Source: an optimization exercise on an open RTL-to-GDS flow (aim: small area and a short achievable clock period). Production flows keep margins and buffers that such runs may drop.
Where RTL was checked, it was by simulation tests only, not by an equivalence proof against the original.
Only the layout flow was run in run 2; the RTL was not checked for function there.
Power is estimated from default activity; no workload was simulated.

==> flow/design.v, too long to show whole: its modules and the start of the top module <==
// module vedicmult_16bit: 1508 lines
// module FA: 4 lines
// module XN2: 3 lines
// module OR2: 3 lines
// module X2: 3 lines
// module NR2: 3 lines
module vedicmult_16bit(input [15:0] a, b,
input clk, reset,
output reg [31:0] out);
  // ...
==> flow/flow/run.sh <==
#!/bin/bash
# Own layout flow: the standard ORFS flow, with the port buffers made of
# plain buffers (the default picks a delay cell) and a small clock buffer list.
set -euo pipefail
export BUFFER_PORTS_ARGS="-buffer_cell sky130_fd_sc_hd__buf_2"
bash standard.sh > standard.log 2>&1
==> flow/standard.sh <==
#!/bin/bash
# synth_recipe.tcl (not shown) runs the flow's synth.tcl, then flattens the netlist and writes it again
# the make line also repeats each setting of config.mk as NAME=value (left out here)
make -C /OpenROAD-flow-scripts/flow DESIGN_CONFIG=/design/flow/config.mk WORK_HOME=/design/flow/orfs CLKGATE_MAP_FILE= SYNTH_SCRIPT=/design/flow/synth_recipe.tcl "${@:-finish}"
==> flow/config.mk <==
export PLATFORM = sky130hd
export DESIGN_NAME = vedicmult_16bit
export DESIGN_NICKNAME = vedicmult_16bit
export VERILOG_FILES = /design/flow/design.v
export SDC_FILE = /design/flow/constraint.sdc
export NUM_CORES = 4
export LEC_CHECK = 0
export CAP_MARGIN = 20
export CORE_MARGIN = 2
export CORE_UTILIZATION = 40
export SLEW_MARGIN = 20
export SYNTH_HIERARCHICAL = 1
export SYNTH_MINIMUM_KEEP_SIZE = 0
==> flow/constraint.sdc <==
create_clock -name core_clock -period 17.0 [get_ports {clk}]
set_input_delay 3.4000 -clock core_clock [delete_from_list [all_inputs] [get_ports {clk}]]
set_output_delay 3.4000 -clock core_clock [all_outputs]
set_load 0.01 [all_outputs]
==> impl_results.rst, run 1 <==
.. list-table::
   :header-rows: 1

   * - Metric
     - Value
   * - Result of the run
     - complete, no violations
   * - Total negative slack for setup checks
     - 0 ns
   * - GRT overflow
     - 0
   * - Power consumed by combinational cells
     - 0.00135 W
   * - Number of buffers created by CTS
     - 5
   * - Clock group total power
     - 0.0000911 W
   * - Source of the critical timing path
     - b[1]
   * - Largest net degree at the start of global routing
     - 38
   * - Core area
     - 0.0174 mm2
   * - Leakage power of the design
     - 2.85 nW
   * - Number of rows in the core area
     - 48
   * - DRC violations left
     - 0
   * - Final Instance Count excl. Fillers
     - 960
   * - Min-delay src
     - b[0]
   * - DRT Pass-1 Iters
     - 4
   * - Critical path's top delay family
     - adder cells
   * - Number of flops mapped to enable cells by yosys
     - 0
   * - Max-capacitance violation count
     - 0
   * - Clock period minus worst slack
     - 9.19 ns
   * - Largest stage delay on the critical path
     - 0.55 ns
   * - Fill cells
     - 1710
   * - Buffers inserted by post-CTS timing repair
     - 0
   * - Sequential fraction of the synthesis area
     - 0.0894
   * - RePlAce Congestion
     - 0.884
   * - Initial antenna violation count
     - 0
   * - Clock-cell share
     - 0.0191
   * - Total number of nets in the final design
     - 981
   * - Num tapcells
     - 225
   * - Final setup margin
     - 7.81 ns
   * - Compound-Gate Fraction of Synth Area
     - 0.0318
   * - Worst Hold Depth
     - 2
   * - Count of input and output buffers
     - 65
   * - Required time worst endpoint
     - 17.18 ns
   * - Cell group occupying the most layout area
     - multi-input combinational cells
==> module vedicmult_16bit, before the edit <==
module vedicmult_16bit(input [15:0] a, b,
input clk, reset,
output reg [31:0] out);
wire pp0_0;
wire pp0_1;
wire pp0_2;
wire pp0_3;
wire pp0_4;
wire pp0_5;
wire pp0_6;
wire pp0_7;
wire pp0_8;
wire pp0_9;
wire pp0_10;
wire pp0_11;
wire pp0_12;
wire pp0_13;
wire pp0_14;
wire pp0_15;
wire pp1_0;
wire pp1_1;
wire pp1_2;
wire pp1_3;
wire pp1_4;
wire pp1_5;
wire pp1_6;
wire pp1_7;
wire pp1_8;
wire pp1_9;
wire pp1_10;
wire pp1_11;
wire pp1_12;
wire pp1_13;
wire pp1_14;
wire pp1_15;
wire pp2_0;
wire pp2_1;
wire pp2_2;
wire pp2_3;
wire pp2_4;
wire pp2_5;
wire pp2_6;
wire pp2_7;
wire pp2_8;
wire pp2_9;
wire pp2_10;
wire pp2_11;
wire pp2_12;
wire pp2_13;
wire pp2_14;
wire pp2_15;
wire pp3_0;
wire pp3_1;
wire pp3_2;
wire pp3_3;
wire pp3_4;
wire pp3_5;
wire pp3_6;
wire pp3_7;
wire pp3_8;
wire pp3_9;
wire pp3_10;
wire pp3_11;
wire pp3_12;
wire pp3_13;
wire pp3_14;
wire pp3_15;
wire pp4_0;
wire pp4_1;
wire pp4_2;
wire pp4_3;
wire pp4_4;
wire pp4_5;
wire pp4_6;
wire pp4_7;
wire pp4_8;
wire pp4_9;
wire pp4_10;
wire pp4_11;
wire pp4_12;
wire pp4_13;
wire pp4_14;
wire pp4_15;
wire pp5_0;
wire pp5_1;
wire pp5_2;
wire pp5_3;
wire pp5_4;
wire pp5_5;
wire pp5_6;
wire pp5_7;
wire pp5_8;
wire pp5_9;
wire pp5_10;
wire pp5_11;
wire pp5_12;
wire pp5_13;
wire pp5_14;
wire pp5_15;
wire pp6_0;
wire pp6_1;
wire pp6_2;
wire pp6_3;
wire pp6_4;
wire pp6_5;
wire pp6_6;
wire pp6_7;
wire pp6_8;
wire pp6_9;
wire pp6_10;
wire pp6_11;
wire pp6_12;
wire pp6_13;
wire pp6_14;
wire pp6_15;
wire pp7_0;
wire pp7_1;
wire pp7_2;
wire pp7_3;
wire pp7_4;
wire pp7_5;
wire pp7_6;
wire pp7_7;
wire pp7_8;
wire pp7_9;
wire pp7_10;
wire pp7_11;
wire pp7_12;
wire pp7_13;
wire pp7_14;
wire pp7_15;
wire pp8_0;
wire pp8_1;
wire pp8_2;
wire pp8_3;
wire pp8_4;
wire pp8_5;
wire pp8_6;
wire pp8_7;
wire pp8_8;
wire pp8_9;
wire pp8_10;
wire pp8_11;
wire pp8_12;
wire pp8_13;
wire pp8_14;
wire pp8_15;
wire pp9_0;
wire pp9_1;
wire pp9_2;
wire pp9_3;
wire pp9_4;
wire pp9_5;
wire pp9_6;
wire pp9_7;
wire pp9_8;
wire pp9_9;
wire pp9_10;
wire pp9_11;
wire pp9_12;
wire pp9_13;
wire pp9_14;
wire pp9_15;
wire pp10_0;
wire pp10_1;
wire pp10_2;
wire pp10_3;
wire pp10_4;
wire pp10_5;
wire pp10_6;
wire pp10_7;
wire pp10_8;
wire pp10_9;
wire pp10_10;
wire pp10_11;
wire pp10_12;
wire pp10_13;
wire pp10_14;
wire pp10_15;
wire pp11_0;
wire pp11_1;
wire pp11_2;
wire pp11_3;
wire pp11_4;
wire pp11_5;
wire pp11_6;
wire pp11_7;
wire pp11_8;
wire pp11_9;
wire pp11_10;
wire pp11_11;
wire pp11_12;
wire pp11_13;
wire pp11_14;
wire pp11_15;
wire pp12_0;
wire pp12_1;
wire pp12_2;
wire pp12_3;
wire pp12_4;
wire pp12_5;
wire pp12_6;
wire pp12_7;
wire pp12_8;
wire pp12_9;
wire pp12_10;
wire pp12_11;
wire pp12_12;
wire pp12_13;
wire pp12_14;
wire pp12_15;
wire pp13_0;
wire pp13_1;
wire pp13_2;
wire pp13_3;
wire pp13_4;
wire pp13_5;
wire pp13_6;
wire pp13_7;
wire pp13_8;
wire pp13_9;
wire pp13_10;
wire pp13_11;
wire pp13_12;
wire pp13_13;
wire pp13_14;
wire pp13_15;
wire pp14_0;
wire pp14_1;
wire pp14_2;
wire pp14_3;
wire pp14_4;
wire pp14_5;
wire pp14_6;
wire pp14_7;
wire pp14_8;
wire pp14_9;
wire pp14_10;
wire pp14_11;
wire pp14_12;
wire pp14_13;
wire pp14_14;
wire pp14_15;
wire pp15_0;
wire pp15_1;
wire pp15_2;
wire pp15_3;
wire pp15_4;
wire pp15_5;
wire pp15_6;
wire pp15_7;
wire pp15_8;
wire pp15_9;
wire pp15_10;
wire pp15_11;
wire pp15_12;
wire pp15_13;
wire pp15_14;
wire pp15_15;
wire s1;
wire c2;
wire s3;
wire c4;
wire s5;
wire c6;
wire s7;
wire c8;
wire s9;
wire c10;
wire s11;
wire c12;
wire s13;
wire c14;
wire s15;
wire c16;
wire s17;
wire c18;
wire s19;
wire c20;
wire s21;
wire c22;
wire s23;
wire c24;
wire s25;
wire c26;
wire s27;
wire c28;
wire s29;
wire c30;
wire s31;
wire c32;
wire s33;
wire c34;
wire s35;
wire c36;
wire s37;
wire c38;
wire s39;
wire c40;
wire s41;
wire c42;
wire s43;
wire c44;
wire s45;
wire c46;
wire s47;
wire c48;
wire s49;
wire c50;
wire s51;
wire c52;
wire s53;
wire c54;
wire s55;
wire c56;
wire s57;
wire c58;
wire s59;
wire c60;
wire s61;
wire c62;
wire s63;
wire c64;
wire s65;
wire c66;
wire s67;
wire c68;
wire s69;
wire c70;
wire s71;
wire c72;
wire s73;
wire c74;
wire s75;
wire c76;
wire s77;
wire c78;
wire s79;
wire c80;
wire s81;
wire c82;
wire s83;
wire c84;
wire s85;
wire c86;
wire s87;
wire c88;
wire s89;
wire c90;
wire s91;
wire c92;
wire s93;
wire c94;
wire s95;
wire c96;
wire s97;
wire c98;
wire s99;
wire c100;
wire s101;
wire c102;
wire s103;
wire c104;
wire s105;
wire c106;
wire s107;
wire c108;
wire s109;
wire c110;
wire s111;
wire c112;
wire s113;
wire c114;
wire s115;
wire c116;
wire s117;
wire c118;
wire s119;
wire c120;
wire s121;
wire c122;
wire s123;
wire c124;
wire s125;
wire c126;
wire s127;
wire c128;
wire s129;
wire c130;
wire s131;
wire c132;
wire s133;
wire c134;
wire s135;
wire c136;
wire s137;
wire c138;
wire s139;
wire c140;
wire s141;
wire c142;
wire s143;
wire c144;
wire s145;
wire c146;
wire s147;
wire c148;
wire s149;
wire c150;
wire s151;
wire c152;
wire s153;
wire c154;
wire s155;
wire c156;
wire s157;
wire c158;
wire s159;
wire c160;
wire s161;
wire c162;
wire s163;
wire c164;
wire s165;
wire c166;
wire s167;
wire c168;
wire s169;
wire c170;
wire s171;
wire c172;
wire s173;
wire c174;
wire s175;
wire c176;
wire s177;
wire c178;
wire s179;
wire c180;
wire s181;
wire c182;
wire s183;
wire c184;
wire s185;
wire c186;
wire s187;
wire c188;
wire s189;
wire c190;
wire s191;
wire c192;
wire s193;
wire c194;
wire s195;
wire c196;
wire s197;
wire c198;
wire s199;
wire c200;
wire s201;
wire c202;
wire s203;
wire c204;
wire s205;
wire c206;
wire s207;
wire c208;
wire s209;
wire c210;
wire s211;
wire c212;
wire s213;
wire c214;
wire s215;
wire c216;
wire s217;
wire c218;
wire s219;
wire c220;
wire s221;
wire c222;
wire s223;
wire c224;
wire s225;
wire c226;
wire s227;
wire c228;
wire s229;
wire c230;
wire s231;
wire c232;
wire s233;
wire c234;
wire s235;
wire c236;
wire s237;
wire c238;
wire s239;
wire c240;
wire s241;
wire c242;
wire s243;
wire c244;
wire s245;
wire c246;
wire s247;
wire c248;
wire s249;
wire c250;
wire s251;
wire c252;
wire s253;
wire c254;
wire s255;
wire c256;
wire s257;
wire c258;
wire s259;
wire c260;
wire s261;
wire c262;
wire s263;
wire c264;
wire s265;
wire c266;
wire s267;
wire c268;
wire s269;
wire c270;
wire s271;
wire c272;
wire s273;
wire c274;
wire s275;
wire c276;
wire s277;
wire c278;
wire s279;
wire c280;
wire s281;
wire c282;
wire s283;
wire c284;
wire s285;
wire c286;
wire s287;
wire c288;
wire s289;
wire c290;
wire s291;
wire c292;
wire s293;
wire c294;
wire s295;
wire c296;
wire s297;
wire c298;
wire s299;
wire c300;
wire s301;
wire c302;
wire s303;
wire c304;
wire s305;
wire c306;
wire s307;
wire c308;
wire s309;
wire c310;
wire s311;
wire c312;
wire s313;
wire c314;
wire s315;
wire c316;
wire s317;
wire c318;
wire s319;
wire c320;
wire s321;
wire c322;
wire s323;
wire c324;
wire s325;
wire c326;
wire s327;
wire c328;
wire s329;
wire c330;
wire s331;
wire c332;
wire s333;
wire c334;
wire s335;
wire c336;
wire s337;
wire c338;
wire s339;
wire c340;
wire s341;
wire c342;
wire s343;
wire c344;
wire s345;
wire c346;
wire s347;
wire c348;
wire s349;
wire c350;
wire s351;
wire c352;
wire s353;
wire c354;
wire s355;
wire c356;
wire s357;
wire c358;
wire s359;
wire c360;
wire s361;
wire c362;
wire s363;
wire c364;
wire s365;
wire c366;
wire s367;
wire c368;
wire s369;
wire c370;
wire s371;
wire c372;
wire s373;
wire c374;
wire s375;
wire c376;
wire s377;
wire c378;
wire s379;
wire c380;
wire s381;
wire c382;
wire s383;
wire c384;
wire s385;
wire c386;
wire s387;
wire c388;
wire s389;
wire c390;
wire s391;
wire c392;
wire s393;
wire c394;
wire s395;
wire c396;
wire s397;
wire c398;
wire s399;
wire c400;
wire s401;
wire c402;
wire s403;
wire c404;
wire s405;
wire c406;
wire s407;
wire c408;
wire s409;
wire c410;
wire s411;
wire c412;
wire s413;
wire c414;
wire s415;
wire c416;
wire s417;
wire c418;
wire s419;
wire c420;
wire s421;
wire c422;
wire s423;
wire c424;
wire s425;
wire c426;
wire s427;
wire c428;
wire s429;
wire c430;
wire s431;
wire c432;
wire s433;
wire c434;
wire s435;
wire c436;
wire ci437;
wire p438;
wire g439;
wire p440;
wire p441;
wire g442;
wire p443;
wire p444;
wire g445;
wire p446;
wire p447;
wire p448;
wire g449;
wire p450;
wire g451;
wire p452;
wire g453;
wire p454;
wire g455;
wire p456;
wire g457;
wire p458;
wire g459;
wire p460;
wire g461;
wire p462;
wire g463;
wire p464;
wire g465;
wire p466;
wire g467;
wire p468;
wire g469;
wire p470;
wire g471;
wire p472;
wire g473;
wire p474;
wire g475;
wire p476;
wire p477;
wire g478;
wire g479;
wire p480;
wire g481;
wire p482;
wire g483;
wire p484;
wire g485;
wire p486;
wire g487;
wire p488;
wire g489;
wire p490;
wire g491;
wire p492;
wire g493;
wire p494;
wire g495;
wire p496;
wire g497;
wire p498;
wire g499;
wire p500;
wire g501;
wire p502;
wire g503;
wire p504;
wire g505;
wire p506;
wire g507;
wire p508;
wire g509;
wire p510;
wire g511;
wire p512;
wire g513;
wire p514;
wire g515;
wire p516;
wire g517;
wire p518;
wire g519;
wire p520;
wire g521;
wire p522;
wire g523;
wire p524;
wire g525;
wire p526;
wire g527;
wire p528;
wire g529;
wire p530;
wire g531;
wire p532;
wire g533;
wire p534;
wire g535;
wire p536;
wire g537;
wire p538;
wire g539;
wire p540;
wire g541;
wire p542;
wire g543;
wire p544;
wire g545;
wire p546;
wire g547;
wire p548;
wire g549;
wire p550;
wire g551;
wire p552;
wire g553;
wire p554;
wire g555;
wire p556;
wire g557;
wire p558;
wire g559;
wire p560;
wire g561;
wire p562;
wire g563;
wire p564;
wire g565;
wire p566;
wire g567;
wire p568;
wire g569;
wire p570;
wire g571;
wire p572;
wire g573;
wire p574;
wire o575;
wire o576;
wire o577;
wire o578;
wire o579;
wire o580;
wire o581;
wire o582;
wire o583;
wire o584;
wire o585;
wire o586;
wire o587;
wire o588;
wire o589;
wire o590;
wire o591;
wire o592;
wire o593;
wire o594;
wire o595;
wire o596;
wire o597;
assign pp0_0 = ~(a[0] & b[0]);
assign pp0_1 = ~(a[1] & b[0]);
assign pp0_2 = ~(a[2] & b[0]);
assign pp0_3 = ~(a[3] & b[0]);
assign pp0_4 = ~(a[4] & b[0]);
assign pp0_5 = ~(a[5] & b[0]);
assign pp0_6 = ~(a[6] & b[0]);
assign pp0_7 = ~(a[7] & b[0]);
assign pp0_8 = ~(a[8] & b[0]);
assign pp0_9 = ~(a[9] & b[0]);
assign pp0_10 = ~(a[10] & b[0]);
assign pp0_11 = ~(a[11] & b[0]);
assign pp0_12 = ~(a[12] & b[0]);
assign pp0_13 = ~(a[13] & b[0]);
assign pp0_14 = ~(a[14] & b[0]);
assign pp0_15 = ~(a[15] & b[0]);
assign pp1_0 = ~(a[0] & b[1]);
assign pp1_1 = ~(a[1] & b[1]);
assign pp1_2 = ~(a[2] & b[1]);
assign pp1_3 = ~(a[3] & b[1]);
assign pp1_4 = ~(a[4] & b[1]);
assign pp1_5 = ~(a[5] & b[1]);
assign pp1_6 = ~(a[6] & b[1]);
assign pp1_7 = ~(a[7] & b[1]);
assign pp1_8 = ~(a[8] & b[1]);
assign pp1_9 = ~(a[9] & b[1]);
assign pp1_10 = ~(a[10] & b[1]);
assign pp1_11 = ~(a[11] & b[1]);
assign pp1_12 = ~(a[12] & b[1]);
assign pp1_13 = ~(a[13] & b[1]);
assign pp1_14 = ~(a[14] & b[1]);
assign pp1_15 = ~(a[15] & b[1]);
assign pp2_0 = ~(a[0] & b[2]);
assign pp2_1 = ~(a[1] & b[2]);
assign pp2_2 = ~(a[2] & b[2]);
assign pp2_3 = ~(a[3] & b[2]);
assign pp2_4 = ~(a[4] & b[2]);
assign pp2_5 = ~(a[5] & b[2]);
assign pp2_6 = ~(a[6] & b[2]);
assign pp2_7 = ~(a[7] & b[2]);
assign pp2_8 = ~(a[8] & b[2]);
assign pp2_9 = ~(a[9] & b[2]);
assign pp2_10 = ~(a[10] & b[2]);
assign pp2_11 = ~(a[11] & b[2]);
assign pp2_12 = ~(a[12] & b[2]);
assign pp2_13 = ~(a[13] & b[2]);
assign pp2_14 = ~(a[14] & b[2]);
assign pp2_15 = ~(a[15] & b[2]);
assign pp3_0 = ~(a[0] & b[3]);
assign pp3_1 = ~(a[1] & b[3]);
assign pp3_2 = ~(a[2] & b[3]);
assign pp3_3 = ~(a[3] & b[3]);
assign pp3_4 = ~(a[4] & b[3]);
assign pp3_5 = ~(a[5] & b[3]);
assign pp3_6 = ~(a[6] & b[3]);
assign pp3_7 = ~(a[7] & b[3]);
assign pp3_8 = ~(a[8] & b[3]);
assign pp3_9 = ~(a[9] & b[3]);
assign pp3_10 = ~(a[10] & b[3]);
assign pp3_11 = ~(a[11] & b[3]);
assign pp3_12 = ~(a[12] & b[3]);
assign pp3_13 = ~(a[13] & b[3]);
assign pp3_14 = ~(a[14] & b[3]);
assign pp3_15 = ~(a[15] & b[3]);
assign pp4_0 = ~(a[0] & b[4]);
assign pp4_1 = ~(a[1] & b[4]);
assign pp4_2 = ~(a[2] & b[4]);
assign pp4_3 = ~(a[3] & b[4]);
assign pp4_4 = ~(a[4] & b[4]);
assign pp4_5 = ~(a[5] & b[4]);
assign pp4_6 = ~(a[6] & b[4]);
assign pp4_7 = ~(a[7] & b[4]);
assign pp4_8 = ~(a[8] & b[4]);
assign pp4_9 = ~(a[9] & b[4]);
assign pp4_10 = ~(a[10] & b[4]);
assign pp4_11 = ~(a[11] & b[4]);
assign pp4_12 = ~(a[12] & b[4]);
assign pp4_13 = ~(a[13] & b[4]);
assign pp4_14 = ~(a[14] & b[4]);
assign pp4_15 = ~(a[15] & b[4]);
assign pp5_0 = ~(a[0] & b[5]);
assign pp5_1 = ~(a[1] & b[5]);
assign pp5_2 = ~(a[2] & b[5]);
assign pp5_3 = ~(a[3] & b[5]);
assign pp5_4 = ~(a[4] & b[5]);
assign pp5_5 = ~(a[5] & b[5]);
assign pp5_6 = ~(a[6] & b[5]);
assign pp5_7 = ~(a[7] & b[5]);
assign pp5_8 = ~(a[8] & b[5]);
assign pp5_9 = ~(a[9] & b[5]);
assign pp5_10 = ~(a[10] & b[5]);
assign pp5_11 = ~(a[11] & b[5]);
assign pp5_12 = ~(a[12] & b[5]);
assign pp5_13 = ~(a[13] & b[5]);
assign pp5_14 = ~(a[14] & b[5]);
assign pp5_15 = ~(a[15] & b[5]);
assign pp6_0 = ~(a[0] & b[6]);
assign pp6_1 = ~(a[1] & b[6]);
assign pp6_2 = ~(a[2] & b[6]);
assign pp6_3 = ~(a[3] & b[6]);
assign pp6_4 = ~(a[4] & b[6]);
assign pp6_5 = ~(a[5] & b[6]);
assign pp6_6 = ~(a[6] & b[6]);
assign pp6_7 = ~(a[7] & b[6]);
assign pp6_8 = ~(a[8] & b[6]);
assign pp6_9 = ~(a[9] & b[6]);
assign pp6_10 = ~(a[10] & b[6]);
assign pp6_11 = ~(a[11] & b[6]);
assign pp6_12 = ~(a[12] & b[6]);
assign pp6_13 = ~(a[13] & b[6]);
assign pp6_14 = ~(a[14] & b[6]);
assign pp6_15 = ~(a[15] & b[6]);
assign pp7_0 = ~(a[0] & b[7]);
assign pp7_1 = ~(a[1] & b[7]);
assign pp7_2 = ~(a[2] & b[7]);
assign pp7_3 = ~(a[3] & b[7]);
assign pp7_4 = ~(a[4] & b[7]);
assign pp7_5 = ~(a[5] & b[7]);
assign pp7_6 = ~(a[6] & b[7]);
assign pp7_7 = ~(a[7] & b[7]);
assign pp7_8 = ~(a[8] & b[7]);
assign pp7_9 = ~(a[9] & b[7]);
assign pp7_10 = ~(a[10] & b[7]);
assign pp7_11 = ~(a[11] & b[7]);
assign pp7_12 = ~(a[12] & b[7]);
assign pp7_13 = ~(a[13] & b[7]);
assign pp7_14 = ~(a[14] & b[7]);
assign pp7_15 = ~(a[15] & b[7]);
assign pp8_0 = ~(a[0] & b[8]);
assign pp8_1 = ~(a[1] & b[8]);
assign pp8_2 = ~(a[2] & b[8]);
assign pp8_3 = ~(a[3] & b[8]);
assign pp8_4 = ~(a[4] & b[8]);
assign pp8_5 = ~(a[5] & b[8]);
assign pp8_6 = ~(a[6] & b[8]);
assign pp8_7 = ~(a[7] & b[8]);
assign pp8_8 = ~(a[8] & b[8]);
assign pp8_9 = ~(a[9] & b[8]);
assign pp8_10 = ~(a[10] & b[8]);
assign pp8_11 = ~(a[11] & b[8]);
assign pp8_12 = ~(a[12] & b[8]);
assign pp8_13 = ~(a[13] & b[8]);
assign pp8_14 = ~(a[14] & b[8]);
assign pp8_15 = ~(a[15] & b[8]);
assign pp9_0 = ~(a[0] & b[9]);
assign pp9_1 = ~(a[1] & b[9]);
assign pp9_2 = ~(a[2] & b[9]);
assign pp9_3 = ~(a[3] & b[9]);
assign pp9_4 = ~(a[4] & b[9]);
assign pp9_5 = ~(a[5] & b[9]);
assign pp9_6 = ~(a[6] & b[9]);
assign pp9_7 = ~(a[7] & b[9]);
assign pp9_8 = ~(a[8] & b[9]);
assign pp9_9 = ~(a[9] & b[9]);
assign pp9_10 = ~(a[10] & b[9]);
assign pp9_11 = ~(a[11] & b[9]);
assign pp9_12 = ~(a[12] & b[9]);
assign pp9_13 = ~(a[13] & b[9]);
assign pp9_14 = ~(a[14] & b[9]);
assign pp9_15 = ~(a[15] & b[9]);
assign pp10_0 = ~(a[0] & b[10]);
assign pp10_1 = ~(a[1] & b[10]);
assign pp10_2 = ~(a[2] & b[10]);
assign pp10_3 = ~(a[3] & b[10]);
assign pp10_4 = ~(a[4] & b[10]);
assign pp10_5 = ~(a[5] & b[10]);
assign pp10_6 = ~(a[6] & b[10]);
assign pp10_7 = ~(a[7] & b[10]);
assign pp10_8 = ~(a[8] & b[10]);
assign pp10_9 = ~(a[9] & b[10]);
assign pp10_10 = ~(a[10] & b[10]);
assign pp10_11 = ~(a[11] & b[10]);
assign pp10_12 = ~(a[12] & b[10]);
assign pp10_13 = ~(a[13] & b[10]);
assign pp10_14 = ~(a[14] & b[10]);
assign pp10_15 = ~(a[15] & b[10]);
assign pp11_0 = ~(a[0] & b[11]);
assign pp11_1 = ~(a[1] & b[11]);
assign pp11_2 = ~(a[2] & b[11]);
assign pp11_3 = ~(a[3] & b[11]);
assign pp11_4 = ~(a[4] & b[11]);
assign pp11_5 = ~(a[5] & b[11]);
assign pp11_6 = ~(a[6] & b[11]);
assign pp11_7 = ~(a[7] & b[11]);
assign pp11_8 = ~(a[8] & b[11]);
assign pp11_9 = ~(a[9] & b[11]);
assign pp11_10 = ~(a[10] & b[11]);
assign pp11_11 = ~(a[11] & b[11]);
assign pp11_12 = ~(a[12] & b[11]);
assign pp11_13 = ~(a[13] & b[11]);
assign pp11_14 = ~(a[14] & b[11]);
assign pp11_15 = ~(a[15] & b[11]);
assign pp12_0 = ~(a[0] & b[12]);
assign pp12_1 = ~(a[1] & b[12]);
assign pp12_2 = ~(a[2] & b[12]);
assign pp12_3 = ~(a[3] & b[12]);
assign pp12_4 = ~(a[4] & b[12]);
assign pp12_5 = ~(a[5] & b[12]);
assign pp12_6 = ~(a[6] & b[12]);
assign pp12_7 = ~(a[7] & b[12]);
assign pp12_8 = ~(a[8] & b[12]);
assign pp12_9 = ~(a[9] & b[12]);
assign pp12_10 = ~(a[10] & b[12]);
assign pp12_11 = ~(a[11] & b[12]);
assign pp12_12 = ~(a[12] & b[12]);
assign pp12_13 = ~(a[13] & b[12]);
assign pp12_14 = ~(a[14] & b[12]);
assign pp12_15 = ~(a[15] & b[12]);
assign pp13_0 = ~(a[0] & b[13]);
assign pp13_1 = ~(a[1] & b[13]);
assign pp13_2 = ~(a[2] & b[13]);
assign pp13_3 = ~(a[3] & b[13]);
assign pp13_4 = ~(a[4] & b[13]);
assign pp13_5 = ~(a[5] & b[13]);
assign pp13_6 = ~(a[6] & b[13]);
assign pp13_7 = ~(a[7] & b[13]);
assign pp13_8 = ~(a[8] & b[13]);
assign pp13_9 = ~(a[9] & b[13]);
assign pp13_10 = ~(a[10] & b[13]);
assign pp13_11 = ~(a[11] & b[13]);
assign pp13_12 = ~(a[12] & b[13]);
assign pp13_13 = ~(a[13] & b[13]);
assign pp13_14 = ~(a[14] & b[13]);
assign pp13_15 = ~(a[15] & b[13]);
assign pp14_0 = ~(a[0] & b[14]);
assign pp14_1 = ~(a[1] & b[14]);
assign pp14_2 = ~(a[2] & b[14]);
assign pp14_3 = ~(a[3] & b[14]);
assign pp14_4 = ~(a[4] & b[14]);
assign pp14_5 = ~(a[5] & b[14]);
assign pp14_6 = ~(a[6] & b[14]);
assign pp14_7 = ~(a[7] & b[14]);
assign pp14_8 = ~(a[8] & b[14]);
assign pp14_9 = ~(a[9] & b[14]);
assign pp14_10 = ~(a[10] & b[14]);
assign pp14_11 = ~(a[11] & b[14]);
assign pp14_12 = ~(a[12] & b[14]);
assign pp14_13 = ~(a[13] & b[14]);
assign pp14_14 = ~(a[14] & b[14]);
assign pp14_15 = ~(a[15] & b[14]);
assign pp15_0 = ~(a[0] & b[15]);
assign pp15_1 = ~(a[1] & b[15]);
assign pp15_2 = ~(a[2] & b[15]);
assign pp15_3 = ~(a[3] & b[15]);
assign pp15_4 = ~(a[4] & b[15]);
assign pp15_5 = ~(a[5] & b[15]);
assign pp15_6 = ~(a[6] & b[15]);
assign pp15_7 = ~(a[7] & b[15]);
assign pp15_8 = ~(a[8] & b[15]);
assign pp15_9 = ~(a[9] & b[15]);
assign pp15_10 = ~(a[10] & b[15]);
assign pp15_11 = ~(a[11] & b[15]);
assign pp15_12 = ~(a[12] & b[15]);
assign pp15_13 = ~(a[13] & b[15]);
assign pp15_14 = ~(a[14] & b[15]);
assign pp15_15 = ~(a[15] & b[15]);
FA u_s1 (.x(pp0_2), .y(pp1_1), .z(pp2_0), .s(s1), .c(c2));
FA u_s3 (.x(pp0_3), .y(pp1_2), .z(pp2_1), .s(s3), .c(c4));
FA u_s5 (.x(pp3_0), .y(c2), .z(s3), .s(s5), .c(c6));
FA u_s7 (.x(pp0_4), .y(pp1_3), .z(pp2_2), .s(s7), .c(c8));
FA u_s9 (.x(pp3_1), .y(pp4_0), .z(c4), .s(s9), .c(c10));
FA u_s11 (.x(s7), .y(c6), .z(s9), .s(s11), .c(c12));
FA u_s13 (.x(pp0_5), .y(pp1_4), .z(pp2_3), .s(s13), .c(c14));
FA u_s15 (.x(pp3_2), .y(pp4_1), .z(pp5_0), .s(s15), .c(c16));
FA u_s17 (.x(c8), .y(s13), .z(s15), .s(s17), .c(c18));
FA u_s19 (.x(c10), .y(s17), .z(c12), .s(s19), .c(c20));
FA u_s21 (.x(pp0_6), .y(pp1_5), .z(pp2_4), .s(s21), .c(c22));
FA u_s23 (.x(pp3_3), .y(pp4_2), .z(pp5_1), .s(s23), .c(c24));
FA u_s25 (.x(pp6_0), .y(c14), .z(c16), .s(s25), .c(c26));
FA u_s27 (.x(s21), .y(s23), .z(c18), .s(s27), .c(c28));
FA u_s29 (.x(s25), .y(s27), .z(c20), .s(s29), .c(c30));
FA u_s31 (.x(pp0_7), .y(pp1_6), .z(pp2_5), .s(s31), .c(c32));
FA u_s33 (.x(pp3_4), .y(pp4_3), .z(pp5_2), .s(s33), .c(c34));
FA u_s35 (.x(pp6_1), .y(pp7_0), .z(c22), .s(s35), .c(c36));
FA u_s37 (.x(c24), .y(s31), .z(s33), .s(s37), .c(c38));
FA u_s39 (.x(c26), .y(s35), .z(s37), .s(s39), .c(c40));
FA u_s41 (.x(c28), .y(s39), .z(c30), .s(s41), .c(c42));
FA u_s43 (.x(pp0_8), .y(pp1_7), .z(pp2_6), .s(s43), .c(c44));
FA u_s45 (.x(pp3_5), .y(pp4_4), .z(pp5_3), .s(s45), .c(c46));
FA u_s47 (.x(pp6_2), .y(pp7_1), .z(pp8_0), .s(s47), .c(c48));
FA u_s49 (.x(c32), .y(c34), .z(s43), .s(s49), .c(c50));
FA u_s51 (.x(s45), .y(s47), .z(c36), .s(s51), .c(c52));
FA u_s53 (.x(c38), .y(s49), .z(s51), .s(s53), .c(c54));
XN2 u_s55 (.x(c40), .y(s53), .o(s55));
OR2 u_c56 (.x(c40), .y(s53), .o(c56));
FA u_s57 (.x(pp0_9), .y(pp1_8), .z(pp2_7), .s(s57), .c(c58));
FA u_s59 (.x(pp3_6), .y(pp4_5), .z(pp5_4), .s(s59), .c(c60));
FA u_s61 (.x(pp6_3), .y(pp7_2), .z(pp8_1), .s(s61), .c(c62));
FA u_s63 (.x(pp9_0), .y(c44), .z(c46), .s(s63), .c(c64));
FA u_s65 (.x(c48), .y(s57), .z(s59), .s(s65), .c(c66));
FA u_s67 (.x(s61), .y(c50), .z(s63), .s(s67), .c(c68));
FA u_s69 (.x(s65), .y(c52), .z(s67), .s(s69), .c(c70));
FA u_s71 (.x(c54), .y(s69), .z(c56), .s(s71), .c(c72));
FA u_s73 (.x(pp0_10), .y(pp1_9), .z(pp2_8), .s(s73), .c(c74));
FA u_s75 (.x(pp3_7), .y(pp4_6), .z(pp5_5), .s(s75), .c(c76));
FA u_s77 (.x(pp6_4), .y(pp7_3), .z(pp8_2), .s(s77), .c(c78));
FA u_s79 (.x(pp9_1), .y(pp10_0), .z(c58), .s(s79), .c(c80));
FA u_s81 (.x(c60), .y(c62), .z(s73), .s(s81), .c(c82));
FA u_s83 (.x(s75), .y(s77), .z(c64), .s(s83), .c(c84));
FA u_s85 (.x(s79), .y(c66), .z(s81), .s(s85), .c(c86));
FA u_s87 (.x(c68), .y(s83), .z(s85), .s(s87), .c(c88));
XN2 u_s89 (.x(c70), .y(s87), .o(s89));
OR2 u_c90 (.x(c70), .y(s87), .o(c90));
FA u_s91 (.x(pp0_11), .y(pp1_10), .z(pp2_9), .s(s91), .c(c92));
FA u_s93 (.x(pp3_8), .y(pp4_7), .z(pp5_6), .s(s93), .c(c94));
FA u_s95 (.x(pp6_5), .y(pp7_4), .z(pp8_3), .s(s95), .c(c96));
FA u_s97 (.x(pp9_2), .y(pp10_1), .z(pp11_0), .s(s97), .c(c98));
FA u_s99 (.x(c74), .y(c76), .z(c78), .s(s99), .c(c100));
FA u_s101 (.x(s91), .y(s93), .z(s95), .s(s101), .c(c102));
FA u_s103 (.x(s97), .y(c80), .z(c82), .s(s103), .c(c104));
FA u_s105 (.x(s99), .y(s101), .z(c84), .s(s105), .c(c106));
FA u_s107 (.x(s103), .y(c86), .z(s105), .s(s107), .c(c108));
FA u_s109 (.x(c88), .y(c90), .z(s107), .s(s109), .c(c110));
FA u_s111 (.x(pp0_12), .y(pp1_11), .z(pp2_10), .s(s111), .c(c112));
FA u_s113 (.x(pp3_9), .y(pp4_8), .z(pp5_7), .s(s113), .c(c114));
FA u_s115 (.x(pp6_6), .y(pp7_5), .z(pp8_4), .s(s115), .c(c116));
FA u_s117 (.x(pp9_3), .y(pp10_2), .z(pp11_1), .s(s117), .c(c118));
FA u_s119 (.x(pp12_0), .y(c92), .z(c94), .s(s119), .c(c120));
FA u_s121 (.x(c96), .y(c98), .z(s111), .s(s121), .c(c122));
FA u_s123 (.x(s113), .y(s115), .z(s117), .s(s123), .c(c124));
FA u_s125 (.x(c100), .y(c102), .z(s119), .s(s125), .c(c126));
FA u_s127 (.x(s121), .y(s123), .z(c104), .s(s127), .c(c128));
FA u_s129 (.x(s125), .y(c106), .z(s127), .s(s129), .c(c130));
XN2 u_s131 (.x(c108), .y(s129), .o(s131));
OR2 u_c132 (.x(c108), .y(s129), .o(c132));
FA u_s133 (.x(pp0_13), .y(pp1_12), .z(pp2_11), .s(s133), .c(c134));
FA u_s135 (.x(pp3_10), .y(pp4_9), .z(pp5_8), .s(s135), .c(c136));
FA u_s137 (.x(pp6_7), .y(pp7_6), .z(pp8_5), .s(s137), .c(c138));
FA u_s139 (.x(pp9_4), .y(pp10_3), .z(pp11_2), .s(s139), .c(c140));
FA u_s141 (.x(pp12_1), .y(pp13_0), .z(c112), .s(s141), .c(c142));
FA u_s143 (.x(c114), .y(c116), .z(c118), .s(s143), .c(c144));
FA u_s145 (.x(s133), .y(s135), .z(s137), .s(s145), .c(c146));
FA u_s147 (.x(s139), .y(c120), .z(c122), .s(s147), .c(c148));
FA u_s149 (.x(s141), .y(c124), .z(s143), .s(s149), .c(c150));
FA u_s151 (.x(s145), .y(c126), .z(s147), .s(s151), .c(c152));
FA u_s153 (.x(s149), .y(c128), .z(s151), .s(s153), .c(c154));
FA u_s155 (.x(c130), .y(s153), .z(c132), .s(s155), .c(c156));
FA u_s157 (.x(pp0_14), .y(pp1_13), .z(pp2_12), .s(s157), .c(c158));
FA u_s159 (.x(pp3_11), .y(pp4_10), .z(pp5_9), .s(s159), .c(c160));
FA u_s161 (.x(pp6_8), .y(pp7_7), .z(pp8_6), .s(s161), .c(c162));
FA u_s163 (.x(pp9_5), .y(pp10_4), .z(pp11_3), .s(s163), .c(c164));
FA u_s165 (.x(pp12_2), .y(pp13_1), .z(pp14_0), .s(s165), .c(c166));
FA u_s167 (.x(c134), .y(c136), .z(c138), .s(s167), .c(c168));
FA u_s169 (.x(c140), .y(s157), .z(s159), .s(s169), .c(c170));
FA u_s171 (.x(s161), .y(s163), .z(s165), .s(s171), .c(c172));
FA u_s173 (.x(c142), .y(c144), .z(c146), .s(s173), .c(c174));
FA u_s175 (.x(s167), .y(s169), .z(s171), .s(s175), .c(c176));
FA u_s177 (.x(c148), .y(c150), .z(s173), .s(s177), .c(c178));
FA u_s179 (.x(s175), .y(c152), .z(s177), .s(s179), .c(c180));
XN2 u_s181 (.x(c154), .y(s179), .o(s181));
OR2 u_c182 (.x(c154), .y(s179), .o(c182));
FA u_s183 (.x(pp0_15), .y(pp1_14), .z(pp2_13), .s(s183), .c(c184));
FA u_s185 (.x(pp3_12), .y(pp4_11), .z(pp5_10), .s(s185), .c(c186));
FA u_s187 (.x(pp6_9), .y(pp7_8), .z(pp8_7), .s(s187), .c(c188));
FA u_s189 (.x(pp9_6), .y(pp10_5), .z(pp11_4), .s(s189), .c(c190));
FA u_s191 (.x(pp12_3), .y(pp13_2), .z(pp14_1), .s(s191), .c(c192));
FA u_s193 (.x(pp15_0), .y(c158), .z(c160), .s(s193), .c(c194));
FA u_s195 (.x(c162), .y(c164), .z(c166), .s(s195), .c(c196));
FA u_s197 (.x(s183), .y(s185), .z(s187), .s(s197), .c(c198));
FA u_s199 (.x(s189), .y(s191), .z(c168), .s(s199), .c(c200));
FA u_s201 (.x(c170), .y(c172), .z(s193), .s(s201), .c(c202));
FA u_s203 (.x(s195), .y(s197), .z(c174), .s(s203), .c(c204));
FA u_s205 (.x(s199), .y(s201), .z(c176), .s(s205), .c(c206));
FA u_s207 (.x(s203), .y(c178), .z(s205), .s(s207), .c(c208));
FA u_s209 (.x(c180), .y(s207), .z(c182), .s(s209), .c(c210));
FA u_s211 (.x(pp1_15), .y(pp2_14), .z(pp3_13), .s(s211), .c(c212));
FA u_s213 (.x(pp4_12), .y(pp5_11), .z(pp6_10), .s(s213), .c(c214));
FA u_s215 (.x(pp7_9), .y(pp8_8), .z(pp9_7), .s(s215), .c(c216));
FA u_s217 (.x(pp10_6), .y(pp11_5), .z(pp12_4), .s(s217), .c(c218));
FA u_s219 (.x(pp13_3), .y(pp14_2), .z(pp15_1), .s(s219), .c(c220));
FA u_s221 (.x(c184), .y(c186), .z(c188), .s(s221), .c(c222));
FA u_s223 (.x(c190), .y(c192), .z(s211), .s(s223), .c(c224));
FA u_s225 (.x(s213), .y(s215), .z(s217), .s(s225), .c(c226));
FA u_s227 (.x(s219), .y(c194), .z(c196), .s(s227), .c(c228));
FA u_s229 (.x(c198), .y(s221), .z(s223), .s(s229), .c(c230));
FA u_s231 (.x(s225), .y(c200), .z(c202), .s(s231), .c(c232));
FA u_s233 (.x(s227), .y(s229), .z(c204), .s(s233), .c(c234));
FA u_s235 (.x(s231), .y(c206), .z(s233), .s(s235), .c(c236));
FA u_s237 (.x(c208), .y(s235), .z(c210), .s(s237), .c(c238));
FA u_s239 (.x(pp2_15), .y(pp3_14), .z(pp4_13), .s(s239), .c(c240));
FA u_s241 (.x(pp5_12), .y(pp6_11), .z(pp7_10), .s(s241), .c(c242));
FA u_s243 (.x(pp8_9), .y(pp9_8), .z(pp10_7), .s(s243), .c(c244));
FA u_s245 (.x(pp11_6), .y(pp12_5), .z(pp13_4), .s(s245), .c(c246));
FA u_s247 (.x(pp14_3), .y(pp15_2), .z(c212), .s(s247), .c(c248));
FA u_s249 (.x(c214), .y(c216), .z(c218), .s(s249), .c(c250));
FA u_s251 (.x(c220), .y(s239), .z(s241), .s(s251), .c(c252));
FA u_s253 (.x(s243), .y(s245), .z(c222), .s(s253), .c(c254));
FA u_s255 (.x(c224), .y(s247), .z(c226), .s(s255), .c(c256));
FA u_s257 (.x(s249), .y(s251), .z(c228), .s(s257), .c(c258));
FA u_s259 (.x(s253), .y(c230), .z(s255), .s(s259), .c(c260));
FA u_s261 (.x(c232), .y(s257), .z(s259), .s(s261), .c(c262));
FA u_s263 (.x(c234), .y(s261), .z(c236), .s(s263), .c(c264));
FA u_s265 (.x(pp3_15), .y(pp4_14), .z(pp5_13), .s(s265), .c(c266));
FA u_s267 (.x(pp6_12), .y(pp7_11), .z(pp8_10), .s(s267), .c(c268));
FA u_s269 (.x(pp9_9), .y(pp10_8), .z(pp11_7), .s(s269), .c(c270));
FA u_s271 (.x(pp12_6), .y(pp13_5), .z(pp14_4), .s(s271), .c(c272));
FA u_s273 (.x(pp15_3), .y(c240), .z(c242), .s(s273), .c(c274));
FA u_s275 (.x(c244), .y(c246), .z(s265), .s(s275), .c(c276));
FA u_s277 (.x(s267), .y(s269), .z(s271), .s(s277), .c(c278));
FA u_s279 (.x(c248), .y(c250), .z(c252), .s(s279), .c(c280));
FA u_s281 (.x(s273), .y(s275), .z(s277), .s(s281), .c(c282));
FA u_s283 (.x(c254), .y(c256), .z(s279), .s(s283), .c(c284));
FA u_s285 (.x(s281), .y(c258), .z(c260), .s(s285), .c(c286));
FA u_s287 (.x(s283), .y(c262), .z(s285), .s(s287), .c(c288));
FA u_s289 (.x(pp4_15), .y(pp5_14), .z(pp6_13), .s(s289), .c(c290));
FA u_s291 (.x(pp7_12), .y(pp8_11), .z(pp9_10), .s(s291), .c(c292));
FA u_s293 (.x(pp10_9), .y(pp11_8), .z(pp12_7), .s(s293), .c(c294));
FA u_s295 (.x(pp13_6), .y(pp14_5), .z(pp15_4), .s(s295), .c(c296));
FA u_s297 (.x(c266), .y(c268), .z(c270), .s(s297), .c(c298));
FA u_s299 (.x(c272), .y(s289), .z(s291), .s(s299), .c(c300));
FA u_s301 (.x(s293), .y(s295), .z(c274), .s(s301), .c(c302));
FA u_s303 (.x(c276), .y(c278), .z(s297), .s(s303), .c(c304));
FA u_s305 (.x(s299), .y(c280), .z(s301), .s(s305), .c(c306));
FA u_s307 (.x(c282), .y(s303), .z(c284), .s(s307), .c(c308));
FA u_s309 (.x(s305), .y(c286), .z(s307), .s(s309), .c(c310));
FA u_s311 (.x(pp5_15), .y(pp6_14), .z(pp7_13), .s(s311), .c(c312));
FA u_s313 (.x(pp8_12), .y(pp9_11), .z(pp10_10), .s(s313), .c(c314));
FA u_s315 (.x(pp11_9), .y(pp12_8), .z(pp13_7), .s(s315), .c(c316));
FA u_s317 (.x(pp14_6), .y(pp15_5), .z(c290), .s(s317), .c(c318));
FA u_s319 (.x(c292), .y(c294), .z(c296), .s(s319), .c(c320));
FA u_s321 (.x(s311), .y(s313), .z(s315), .s(s321), .c(c322));
FA u_s323 (.x(c298), .y(s317), .z(c300), .s(s323), .c(c324));
FA u_s325 (.x(s319), .y(s321), .z(c302), .s(s325), .c(c326));
FA u_s327 (.x(c304), .y(s323), .z(s325), .s(s327), .c(c328));
FA u_s329 (.x(c306), .y(c308), .z(s327), .s(s329), .c(c330));
FA u_s331 (.x(pp6_15), .y(pp7_14), .z(pp8_13), .s(s331), .c(c332));
FA u_s333 (.x(pp9_12), .y(pp10_11), .z(pp11_10), .s(s333), .c(c334));
FA u_s335 (.x(pp12_9), .y(pp13_8), .z(pp14_7), .s(s335), .c(c336));
FA u_s337 (.x(pp15_6), .y(c312), .z(c314), .s(s337), .c(c338));
FA u_s339 (.x(c316), .y(s331), .z(s333), .s(s339), .c(c340));
FA u_s341 (.x(s335), .y(c318), .z(c320), .s(s341), .c(c342));
FA u_s343 (.x(c322), .y(s337), .z(s339), .s(s343), .c(c344));
FA u_s345 (.x(c324), .y(s341), .z(s343), .s(s345), .c(c346));
FA u_s347 (.x(c326), .y(s345), .z(c328), .s(s347), .c(c348));
FA u_s349 (.x(pp7_15), .y(pp8_14), .z(pp9_13), .s(s349), .c(c350));
FA u_s351 (.x(pp10_12), .y(pp11_11), .z(pp12_10), .s(s351), .c(c352));
FA u_s353 (.x(pp13_9), .y(pp14_8), .z(pp15_7), .s(s353), .c(c354));
FA u_s355 (.x(c332), .y(c334), .z(c336), .s(s355), .c(c356));
FA u_s357 (.x(s349), .y(s351), .z(s353), .s(s357), .c(c358));
FA u_s359 (.x(c338), .y(c340), .z(s355), .s(s359), .c(c360));
FA u_s361 (.x(s357), .y(c342), .z(c344), .s(s361), .c(c362));
FA u_s363 (.x(s359), .y(c346), .z(s361), .s(s363), .c(c364));
FA u_s365 (.x(pp8_15), .y(pp9_14), .z(pp10_13), .s(s365), .c(c366));
FA u_s367 (.x(pp11_12), .y(pp12_11), .z(pp13_10), .s(s367), .c(c368));
FA u_s369 (.x(pp14_9), .y(pp15_8), .z(c350), .s(s369), .c(c370));
FA u_s371 (.x(c352), .y(c354), .z(s365), .s(s371), .c(c372));
FA u_s373 (.x(s367), .y(c356), .z(s369), .s(s373), .c(c374));
FA u_s375 (.x(c358), .y(s371), .z(c360), .s(s375), .c(c376));
FA u_s377 (.x(s373), .y(c362), .z(s375), .s(s377), .c(c378));
FA u_s379 (.x(pp9_15), .y(pp10_14), .z(pp11_13), .s(s379), .c(c380));
FA u_s381 (.x(pp12_12), .y(pp13_11), .z(pp14_10), .s(s381), .c(c382));
FA u_s383 (.x(pp15_9), .y(c366), .z(c368), .s(s383), .c(c384));
FA u_s385 (.x(s379), .y(s381), .z(c370), .s(s385), .c(c386));
FA u_s387 (.x(c372), .y(s383), .z(s385), .s(s387), .c(c388));
FA u_s389 (.x(c374), .y(s387), .z(c376), .s(s389), .c(c390));
FA u_s391 (.x(pp10_15), .y(pp11_14), .z(pp12_13), .s(s391), .c(c392));
FA u_s393 (.x(pp13_12), .y(pp14_11), .z(pp15_10), .s(s393), .c(c394));
FA u_s395 (.x(c380), .y(c382), .z(s391), .s(s395), .c(c396));
FA u_s397 (.x(s393), .y(c384), .z(s395), .s(s397), .c(c398));
FA u_s399 (.x(c386), .y(s397), .z(c388), .s(s399), .c(c400));
FA u_s401 (.x(pp11_15), .y(pp12_14), .z(pp13_13), .s(s401), .c(c402));
FA u_s403 (.x(pp14_12), .y(pp15_11), .z(c392), .s(s403), .c(c404));
FA u_s405 (.x(c394), .y(s401), .z(c396), .s(s405), .c(c406));
FA u_s407 (.x(s403), .y(c398), .z(s405), .s(s407), .c(c408));
FA u_s409 (.x(pp12_15), .y(pp13_14), .z(pp14_13), .s(s409), .c(c410));
FA u_s411 (.x(pp15_12), .y(c402), .z(s409), .s(s411), .c(c412));
FA u_s413 (.x(c404), .y(s411), .z(c406), .s(s413), .c(c414));
FA u_s415 (.x(pp13_15), .y(pp14_14), .z(pp15_13), .s(s415), .c(c416));
FA u_s417 (.x(c410), .y(s415), .z(c412), .s(s417), .c(c418));
FA u_s419 (.x(pp14_15), .y(pp15_14), .z(c416), .s(s419), .c(c420));
XN2 u_s421 (.x(pp0_1), .y(pp1_0), .o(s421));
OR2 u_c422 (.x(pp0_1), .y(pp1_0), .o(c422));
XN2 u_s423 (.x(s1), .y(c422), .o(s423));
OR2 u_c424 (.x(s1), .y(c422), .o(c424));
XN2 u_s425 (.x(s5), .y(c424), .o(s425));
OR2 u_c426 (.x(s5), .y(c424), .o(c426));
XN2 u_s427 (.x(s11), .y(c426), .o(s427));
OR2 u_c428 (.x(s11), .y(c426), .o(c428));
XN2 u_s429 (.x(s19), .y(c428), .o(s429));
OR2 u_c430 (.x(s19), .y(c428), .o(c430));
XN2 u_s431 (.x(s29), .y(c430), .o(s431));
OR2 u_c432 (.x(s29), .y(c430), .o(c432));
XN2 u_s433 (.x(s41), .y(c432), .o(s433));
OR2 u_c434 (.x(s41), .y(c432), .o(c434));
FA u_s435 (.x(c42), .y(s55), .z(c434), .s(s435), .c(c436));
assign ci437 = ~c436;
assign p438 = ~s71;
NR2 u_g439 (.x(c72), .y(s89), .o(g439));
X2 u_p440 (.x(c72), .y(s89), .o(p440));
assign p441 = ~s109;
NR2 u_g442 (.x(c110), .y(s131), .o(g442));
X2 u_p443 (.x(c110), .y(s131), .o(p443));
assign p444 = ~s155;
NR2 u_g445 (.x(c156), .y(s181), .o(g445));
X2 u_p446 (.x(c156), .y(s181), .o(p446));
assign p447 = ~s209;
assign p448 = ~s237;
NR2 u_g449 (.x(c238), .y(s263), .o(g449));
X2 u_p450 (.x(c238), .y(s263), .o(p450));
NR2 u_g451 (.x(c264), .y(s287), .o(g451));
X2 u_p452 (.x(c264), .y(s287), .o(p452));
NR2 u_g453 (.x(c288), .y(s309), .o(g453));
X2 u_p454 (.x(c288), .y(s309), .o(p454));
NR2 u_g455 (.x(c310), .y(s329), .o(g455));
X2 u_p456 (.x(c310), .y(s329), .o(p456));
NR2 u_g457 (.x(c330), .y(s347), .o(g457));
X2 u_p458 (.x(c330), .y(s347), .o(p458));
NR2 u_g459 (.x(c348), .y(s363), .o(g459));
X2 u_p460 (.x(c348), .y(s363), .o(p460));
NR2 u_g461 (.x(c364), .y(s377), .o(g461));
X2 u_p462 (.x(c364), .y(s377), .o(p462));
NR2 u_g463 (.x(c378), .y(s389), .o(g463));
X2 u_p464 (.x(c378), .y(s389), .o(p464));
NR2 u_g465 (.x(c390), .y(s399), .o(g465));
X2 u_p466 (.x(c390), .y(s399), .o(p466));
NR2 u_g467 (.x(c400), .y(s407), .o(g467));
X2 u_p468 (.x(c400), .y(s407), .o(p468));
NR2 u_g469 (.x(c408), .y(s413), .o(g469));
X2 u_p470 (.x(c408), .y(s413), .o(p470));
NR2 u_g471 (.x(c414), .y(s417), .o(g471));
X2 u_p472 (.x(c414), .y(s417), .o(p472));
NR2 u_g473 (.x(c418), .y(s419), .o(g473));
X2 u_p474 (.x(c418), .y(s419), .o(p474));
NR2 u_g475 (.x(pp15_15), .y(c420), .o(g475));
X2 u_p476 (.x(pp15_15), .y(c420), .o(p476));
assign p477 = 1'b0;
assign g478 = 1'b0 | (p438 & ci437);
assign g479 = g439 | (p440 & g478);
assign p480 = p440 & p438;
assign g481 = g442 | (p443 & 1'b0);
assign p482 = p443 & p441;
assign g483 = g445 | (p446 & 1'b0);
assign p484 = p446 & p444;
assign g485 = 1'b0 | (p448 & 1'b0);
assign p486 = p448 & p447;
assign g487 = g451 | (p452 & g449);
assign p488 = p452 & p450;
assign g489 = g455 | (p456 & g453);
assign p490 = p456 & p454;
assign g491 = g459 | (p460 & g457);
assign p492 = p460 & p458;
assign g493 = g463 | (p464 & g461);
assign p494 = p464 & p462;
assign g495 = g467 | (p468 & g465);
assign p496 = p468 & p466;
assign g497 = g471 | (p472 & g469);
assign p498 = p472 & p470;
assign g499 = g475 | (p476 & g473);
assign p500 = p476 & p474;
assign g501 = 1'b0 | (p441 & g479);
assign p502 = p441 & p480;
assign g503 = g481 | (p482 & g479);
assign p504 = p482 & p480;
assign g505 = 1'b0 | (p447 & g483);
assign p506 = p447 & p484;
assign g507 = g485 | (p486 & g483);
assign p508 = p486 & p484;
assign g509 = g453 | (p454 & g487);
assign p510 = p454 & p488;
assign g511 = g489 | (p490 & g487);
assign p512 = p490 & p488;
assign g513 = g461 | (p462 & g491);
assign p514 = p462 & p492;
assign g515 = g493 | (p494 & g491);
assign p516 = p494 & p492;
assign g517 = g469 | (p470 & g495);
assign p518 = p470 & p496;
assign g519 = g497 | (p498 & g495);
assign p520 = p498 & p496;
assign g521 = 1'b0 | (p477 & g499);
assign p522 = p477 & p500;
assign g523 = 1'b0 | (p444 & g503);
assign p524 = p444 & p504;
assign g525 = g483 | (p484 & g503);
assign p526 = p484 & p504;
assign g527 = g505 | (p506 & g503);
assign p528 = p506 & p504;
assign g529 = g507 | (p508 & g503);
assign p530 = p508 & p504;
assign g531 = g457 | (p458 & g511);
assign p532 = p458 & p512;
assign g533 = g491 | (p492 & g511);
assign p534 = p492 & p512;
assign g535 = g513 | (p514 & g511);
assign p536 = p514 & p512;
assign g537 = g515 | (p516 & g511);
assign p538 = p516 & p512;
assign g539 = g473 | (p474 & g519);
assign p540 = p474 & p520;
assign g541 = g499 | (p500 & g519);
assign p542 = p500 & p520;
assign g543 = g521 | (p522 & g519);
assign p544 = p522 & p520;
assign g545 = g449 | (p450 & g529);
assign p546 = p450 & p530;
assign g547 = g487 | (p488 & g529);
assign p548 = p488 & p530;
assign g549 = g509 | (p510 & g529);
assign p550 = p510 & p530;
assign g551 = g511 | (p512 & g529);
assign p552 = p512 & p530;
assign g553 = g531 | (p532 & g529);
assign p554 = p532 & p530;
assign g555 = g533 | (p534 & g529);
assign p556 = p534 & p530;
assign g557 = g535 | (p536 & g529);
assign p558 = p536 & p530;
assign g559 = g537 | (p538 & g529);
assign p560 = p538 & p530;
assign g561 = g465 | (p466 & g559);
assign p562 = p466 & p560;
assign g563 = g495 | (p496 & g559);
assign p564 = p496 & p560;
assign g565 = g517 | (p518 & g559);
assign p566 = p518 & p560;
assign g567 = g519 | (p520 & g559);
assign p568 = p520 & p560;
assign g569 = g539 | (p540 & g559);
assign p570 = p540 & p560;
assign g571 = g541 | (p542 & g559);
assign p572 = p542 & p560;
assign g573 = g543 | (p544 & g559);
assign p574 = p544 & p560;
assign o575 = p438 ^ ci437;
assign o576 = p440 ^ g478;
assign o577 = p441 ^ g479;
assign o578 = p443 ^ g501;
assign o579 = p444 ^ g503;
assign o580 = p446 ^ g523;
assign o581 = p447 ^ g525;
assign o582 = p448 ^ g527;
assign o583 = p450 ^ g529;
assign o584 = p452 ^ g545;
assign o585 = p454 ^ g547;
assign o586 = p456 ^ g549;
assign o587 = p458 ^ g551;
assign o588 = p460 ^ g553;
assign o589 = p462 ^ g555;
assign o590 = p464 ^ g557;
assign o591 = p466 ^ g559;
assign o592 = p468 ^ g561;
assign o593 = p470 ^ g563;
assign o594 = p472 ^ g565;
assign o595 = p474 ^ g567;
assign o596 = p476 ^ g569;
assign o597 = p477 ^ g571;
wire [31:0] prod = {o597, o596, o595, o594, o593, o592, o591, o590, o589, o588, o587, o586, o585, o584, o583, o582, o581, o580, o579, o578, o577, o576, o575, ~s435, ~s433, ~s431, ~s429, ~s427, ~s425, ~s423, ~s421, ~pp0_0};
always @(posedge clk) begin
  if (reset) out <= prod;
  else out <= 32'd0;
end
endmodule
==> inputs of run 2 (changes only) <==
--- a/flow/design.v
+++ b/flow/design.v
@@ -1479,25 +1479,25 @@
 assign p574 = p544 & p560;
-assign o575 = p438 ^ ci437;
-assign o576 = p440 ^ g478;
-assign o577 = p441 ^ g479;
-assign o578 = p443 ^ g501;
-assign o579 = p444 ^ g503;
-assign o580 = p446 ^ g523;
-assign o581 = p447 ^ g525;
-assign o582 = p448 ^ g527;
-assign o583 = p450 ^ g529;
-assign o584 = p452 ^ g545;
-assign o585 = p454 ^ g547;
-assign o586 = p456 ^ g549;
-assign o587 = p458 ^ g551;
-assign o588 = p460 ^ g553;
-assign o589 = p462 ^ g555;
-assign o590 = p464 ^ g557;
-assign o591 = p466 ^ g559;
-assign o592 = p468 ^ g561;
-assign o593 = p470 ^ g563;
-assign o594 = p472 ^ g565;
-assign o595 = p474 ^ g567;
-assign o596 = p476 ^ g569;
-assign o597 = p477 ^ g571;
+X2 u_o575 (.x(p438), .y(ci437), .o(o575));
+X2 u_o576 (.x(p440), .y(g478), .o(o576));
+X2 u_o577 (.x(p441), .y(g479), .o(o577));
+X2 u_o578 (.x(p443), .y(g501), .o(o578));
+X2 u_o579 (.x(p444), .y(g503), .o(o579));
+X2 u_o580 (.x(p446), .y(g523), .o(o580));
+X2 u_o581 (.x(p447), .y(g525), .o(o581));
+X2 u_o582 (.x(p448), .y(g527), .o(o582));
+X2 u_o583 (.x(p450), .y(g529), .o(o583));
+X2 u_o584 (.x(p452), .y(g545), .o(o584));
+X2 u_o585 (.x(p454), .y(g547), .o(o585));
+X2 u_o586 (.x(p456), .y(g549), .o(o586));
+X2 u_o587 (.x(p458), .y(g551), .o(o587));
+X2 u_o588 (.x(p460), .y(g553), .o(o588));
+X2 u_o589 (.x(p462), .y(g555), .o(o589));
+X2 u_o590 (.x(p464), .y(g557), .o(o590));
+X2 u_o591 (.x(p466), .y(g559), .o(o591));
+X2 u_o592 (.x(p468), .y(g561), .o(o592));
+X2 u_o593 (.x(p470), .y(g563), .o(o593));
+X2 u_o594 (.x(p472), .y(g565), .o(o594));
+X2 u_o595 (.x(p474), .y(g567), .o(o595));
+X2 u_o596 (.x(p476), .y(g569), .o(o596));
+X2 u_o597 (.x(p477), .y(g571), .o(o597));
 wire [31:0] prod = {o597, o596, o595, o594, o593, o592, o591, o590, o589, o588, o587, o586, o585, o584, o583, o582, o581, o580, o579, o578, o577, o576, o575, ~s435, ~s433, ~s431, ~s429, ~s427, ~s425, ~s423, ~s421, ~pp0_0};
==> flow/flow/run.sh (replaced) <==
#!/bin/bash
# Own layout flow: the standard ORFS flow (standard.sh), with the input and
# output port buffers made of plain buf_2 cells (the default picks a delay cell).
set -euo pipefail
export BUFFER_PORTS_ARGS="-buffer_cell sky130_fd_sc_hd__buf_2"
export PRE_FLOORPLAN_TCL="$PWD/flow/pre_floorplan.tcl"
bash standard.sh > standard.log 2>&1
==> flow/flow/pre_floorplan.tcl (new file) <==
# Synthesis (abc) maps each Booth selector to an a22oi_2; the _1 cell is the
# same function in less area and easily drives the single gate it feeds.
set swaps {sky130_fd_sc_hd__a22oi_2 sky130_fd_sc_hd__a22oi_1}
set n 0
foreach inst [[ord::get_db_block] getInsts] {
  set m [[$inst getMaster] getName]
  if { [dict exists $swaps $m] } {
    replace_cell [get_cells [$inst getName]] [dict get $swaps $m]
    incr n
  }
}
puts "pre_floorplan: resized $n cells"
--- a/flow/config.mk
+++ b/flow/config.mk
@@ -10,2 +10,3 @@
 export CORE_UTILIZATION = 40
+export CTS_BUF_LIST = sky130_fd_sc_hd__clkbuf_2 sky130_fd_sc_hd__clkbuf_4
 export SLEW_MARGIN = 20
==> run 2 against run 1 <==
Compared with the run above:
- still clean on timing, DRC and antenna
- area after synthesis is 0.49% lower
- non-clock buffer count did not move
- global-route usage is 0.61 points lower
- setup slack improved by 0.22 ns
- fmax up 2.5%
- final area shrank 1.5%
- worst hold slack got worse by 0.10 ns
- via count is 2.3% lower
- largest cell class unchanged
- largest power group unchanged
==> impl_results.rst, run 2 <==
.. list-table::
   :header-rows: 1

   * - Metric
     - Value
   * - Total number of nets in the final design
     - 984 (was 981)
   * - Pins Over Slew Limit
     - 0 (unchanged)
   * - Number of gates resized after CTS
     - 0 (unchanged)
   * - Cell at the slowest stage of the critical path
     - sky130_fd_sc_hd__fa_1 (unchanged)
   * - Share of cells above drive strength 1
     - 0.101 (was 0.105)
   * - DR iter-0 viols
     - 300 (was 298)
   * - Number of buffers created by CTS
     - 5 (unchanged)
   * - Source of the critical timing path
     - b[4] (was b[1])
   * - Setup repair after global routing missed its margin
     - no (unchanged)
   * - Number of flops mapped to enable cells by yosys
     - 0 (unchanged)
   * - H-tree depth
     - 2 (unchanged)
   * - Count of endpoints failing setup in the final report
     - 0 (unchanged)
   * - Average instance area after synthesis
     - 9.68 um2 (was 9.85 um2)
   * - Largest net degree at the start of global routing
     - 33 (was 38)
   * - Number of rows in the core area
     - 48 (unchanged)
   * - Most frequent standard cell in the layout excluding fill and tap cells
     - sky130_fd_sc_hd__nand2_1 (unchanged)
   * - Max Buffers Root-to-Sink
     - 2 (unchanged)
   * - Type of origin of the critical path
     - primary input (unchanged)
   * - Sequence of cells on the critical path
     - buf_2 -> nand2_1 -> fa_1 -> fa_1 -> fa_1 -> fa_1 -> fa_1 -> or2_1 -> fa_1 -> fa_1 -> xor2_1 -> nor2b_1 -> nand3_1 -> a21oi_1 -> a221o_1 -> nand2_1 -> o21ai_0 -> xor2_1 -> and2_1 (was buf_2 -> nand2_1 -> fa_1 -> fa_1 -> fa_1 -> fa_1 -> fa_1 -> fa_1 -> or2_1 -> fa_1 -> inv_1 -> ha_1 -> ha_1 -> or2_4 -> a31o_4 -> nor4b_4 -> or2_4 -> a221o_1 -> ha_1 -> or3_1 -> and3_1)
   * - Layout overhead on the synthesized area
     - 5.99% (was 7.11%)
   * - Result of the run
     - complete, no violations (unchanged)
   * - Count of input and output buffers
     - 65 (unchanged)
   * - DRT Pass-1 Iters
     - 5 (was 4)
   * - Initial core utilization
     - 0.411 (about the same)
   * - Register bit total from synthesis
     - 32 (unchanged)
   * - DIE AREA
     - 0.0189 mm2 (was 0.0190 mm2)
   * - RePlAce Congestion
     - 0.831 (was 0.884)
   * - Initial antenna violation count
     - 1 (was 0)
   * - Required time worst endpoint
     - 17.34 ns (was 17.18 ns)
   * - Area share of the largest cell type after synthesis
     - 0.581 (was 0.579)
   * - Sequential fraction of the synthesis area
     - 0.0899 (was 0.0894)
   * - Max-capacitance violation count
     - 0 (unchanged)
   * - Leakage power of the design
     - 2.83 nW (was 2.85 nW)
   * - Largest stage delay on the critical path
     - 0.54 ns (was 0.55 ns)
   * - DRC violations left
     - 0 (unchanged)
   * - Core area
     - 0.0174 mm2 (about the same)
   * - Critical path's top delay family
     - adder cells (unchanged)
   * - Clock period minus worst slack
     - 8.97 ns (was 9.19 ns)
   * - Global-route wire length before repair
     - 29.5 mm (was 30.5 mm)
   * - GRT overflow
     - 0 (unchanged)
   * - Wire per inst
     - 18.5 um (was 19.7 um)
   * - Capturing instance or port of the critical path
     - out[29] (was out[26])
   * - Fill cells
     - 1685 (was 1710)
   * - Number of clock sinks
     - 32 (unchanged)
   * - Register containing the most flip-flops in the final layout
     - out (unchanged)
   * - Post-synthesis cell count
     - 736 (was 727)
   * - Total negative slack for setup checks
     - 0 ns (unchanged)
   * - Buffers inserted by post-CTS timing repair
     - 0 (unchanged)
   * - DRT antenna net count
     - 0 (unchanged)
## run 2: layout make-up
type                    instances  area share
inverters                      11     0.00547
well taps                     225      0.0373
clock buffers                   5     0.00497
clock inverters                 3     0.00315
repair buffers                 65      0.0431
diodes                          1    0.000331
flip-flops and latches         32      0.0848
multi-input cells             628       0.821
## run 2: worst min-delay path by stage
| stage | startpoint | to | slack (ns) | depth (start not counted) |
|---|---|---|---|---|
| 6_report | a[0] | out[0] | 3.48 | 2 |
| 5_1_grt | a[0] | out[0] | 3.48 | 2 |
| 4_1_cts | a[0] | out[0] | 3.45 | 2 |
| 3_5_place_dp | out[12] | out[12] | 3.79 | 1 |
| 3_3_place_gp | out[6] | out[6] | 3.79 | 1 |
| 2_1_floorplan | reset | out[1] | 3.53 | 1 |
## run 2: per-module statistics from Yosys (local to each module, per instance)
module | flip-flops and latches | cell area (um2) | times used | cells
FA | 0 | 20.0 | 207 | 1
NR2 | 0 | 3.75 | 17 | 1
OR2 | 0 | 6.26 | 11 | 1
X2 | 0 | 8.76 | 40 | 1
XN2 | 0 | 8.76 | 11 | 1
vedicmult_16bit | 32 | 2400 | 1 | 450
## run 2: power breakdown
group / internal [W] / switching [W] / total (W) / leakage (nW)
logic: 0.000624 / 0.000745 / 0.00137 / 2.54
clock network: 0.0000162 / 0.0000339 / 0.0000502 / 0.0274
registers: 0.000115 / 0.00000551 / 0.000120 / 0.266
## run 2: logic make-up (layout without fill, tap and decap cells)
logic type,count (synthesis),after routing,share of synthesized area
and+or+nand+nor,341,341,0.198
other,1,2,0.000526
AOI/OAI and AO/OA,28,28,0.0277
DFF,32,32,0.0899
buffers and inverters,76,84,0.0400
adders and majority gates,207,207,0.581
xor gates and xnor gates,51,51,0.0627
## run 2: routing by layer
metal,track usage,routed length [um],vias to the layer above
met5,0,0,-
met4,0.0825,585,0
met3,0.0364,1370,42
met2,0.365,9060,246
met1,0.266,6910,2628
li1,-,-,2196
## run 2: metrics by stage
step                 util  setup slack, ns  cell area [um2]  instances  total power [W]
floorplan               -             7.90             7130        736          0.00124
global placement    0.432             7.68             7490        961          0.00149
detailed placement  0.432             7.62             7490        961          0.00151
CTS                 0.435             8.05             7550        969          0.00156
global route        0.435             7.72             7550        970          0.00174
finish              0.435             8.03             7550        970          0.00154

==> afterwards: timing with drivers on the ports <==
The flow's constraints put no driver on any port. The routed layouts listed below were extracted and timed again, unchanged, in two steps. Step 1 sets driving cells, clkbuf_16 on the clock port and buf_2 on the other inputs (assumed; they add their load-dependent delay and slew). Step 2 times the ports against the registers' clock, not the clock port: input delays grow and output delays shrink by t, the midpoint of the rising clock arrivals with the driver on. a / b / c = ideal ports / drivers / drivers and shift; a / b = the first two.
run | shift t [ns] | setup WS [ns] | worst hold slack (ns)
run 1 | 0.329 | 7.806 / 7.773 / 7.445 | 3.586 / 3.564 / 3.808
run 2 | 0.415 | 8.029 / 8.042 / 7.626 | 3.483 / 3.467 / 3.828
After both steps setup and hold are still met in every run listed. The setup slack of run 2, which loses most, moves by +0.013 ns with the drivers and by -0.403 ns with both steps.
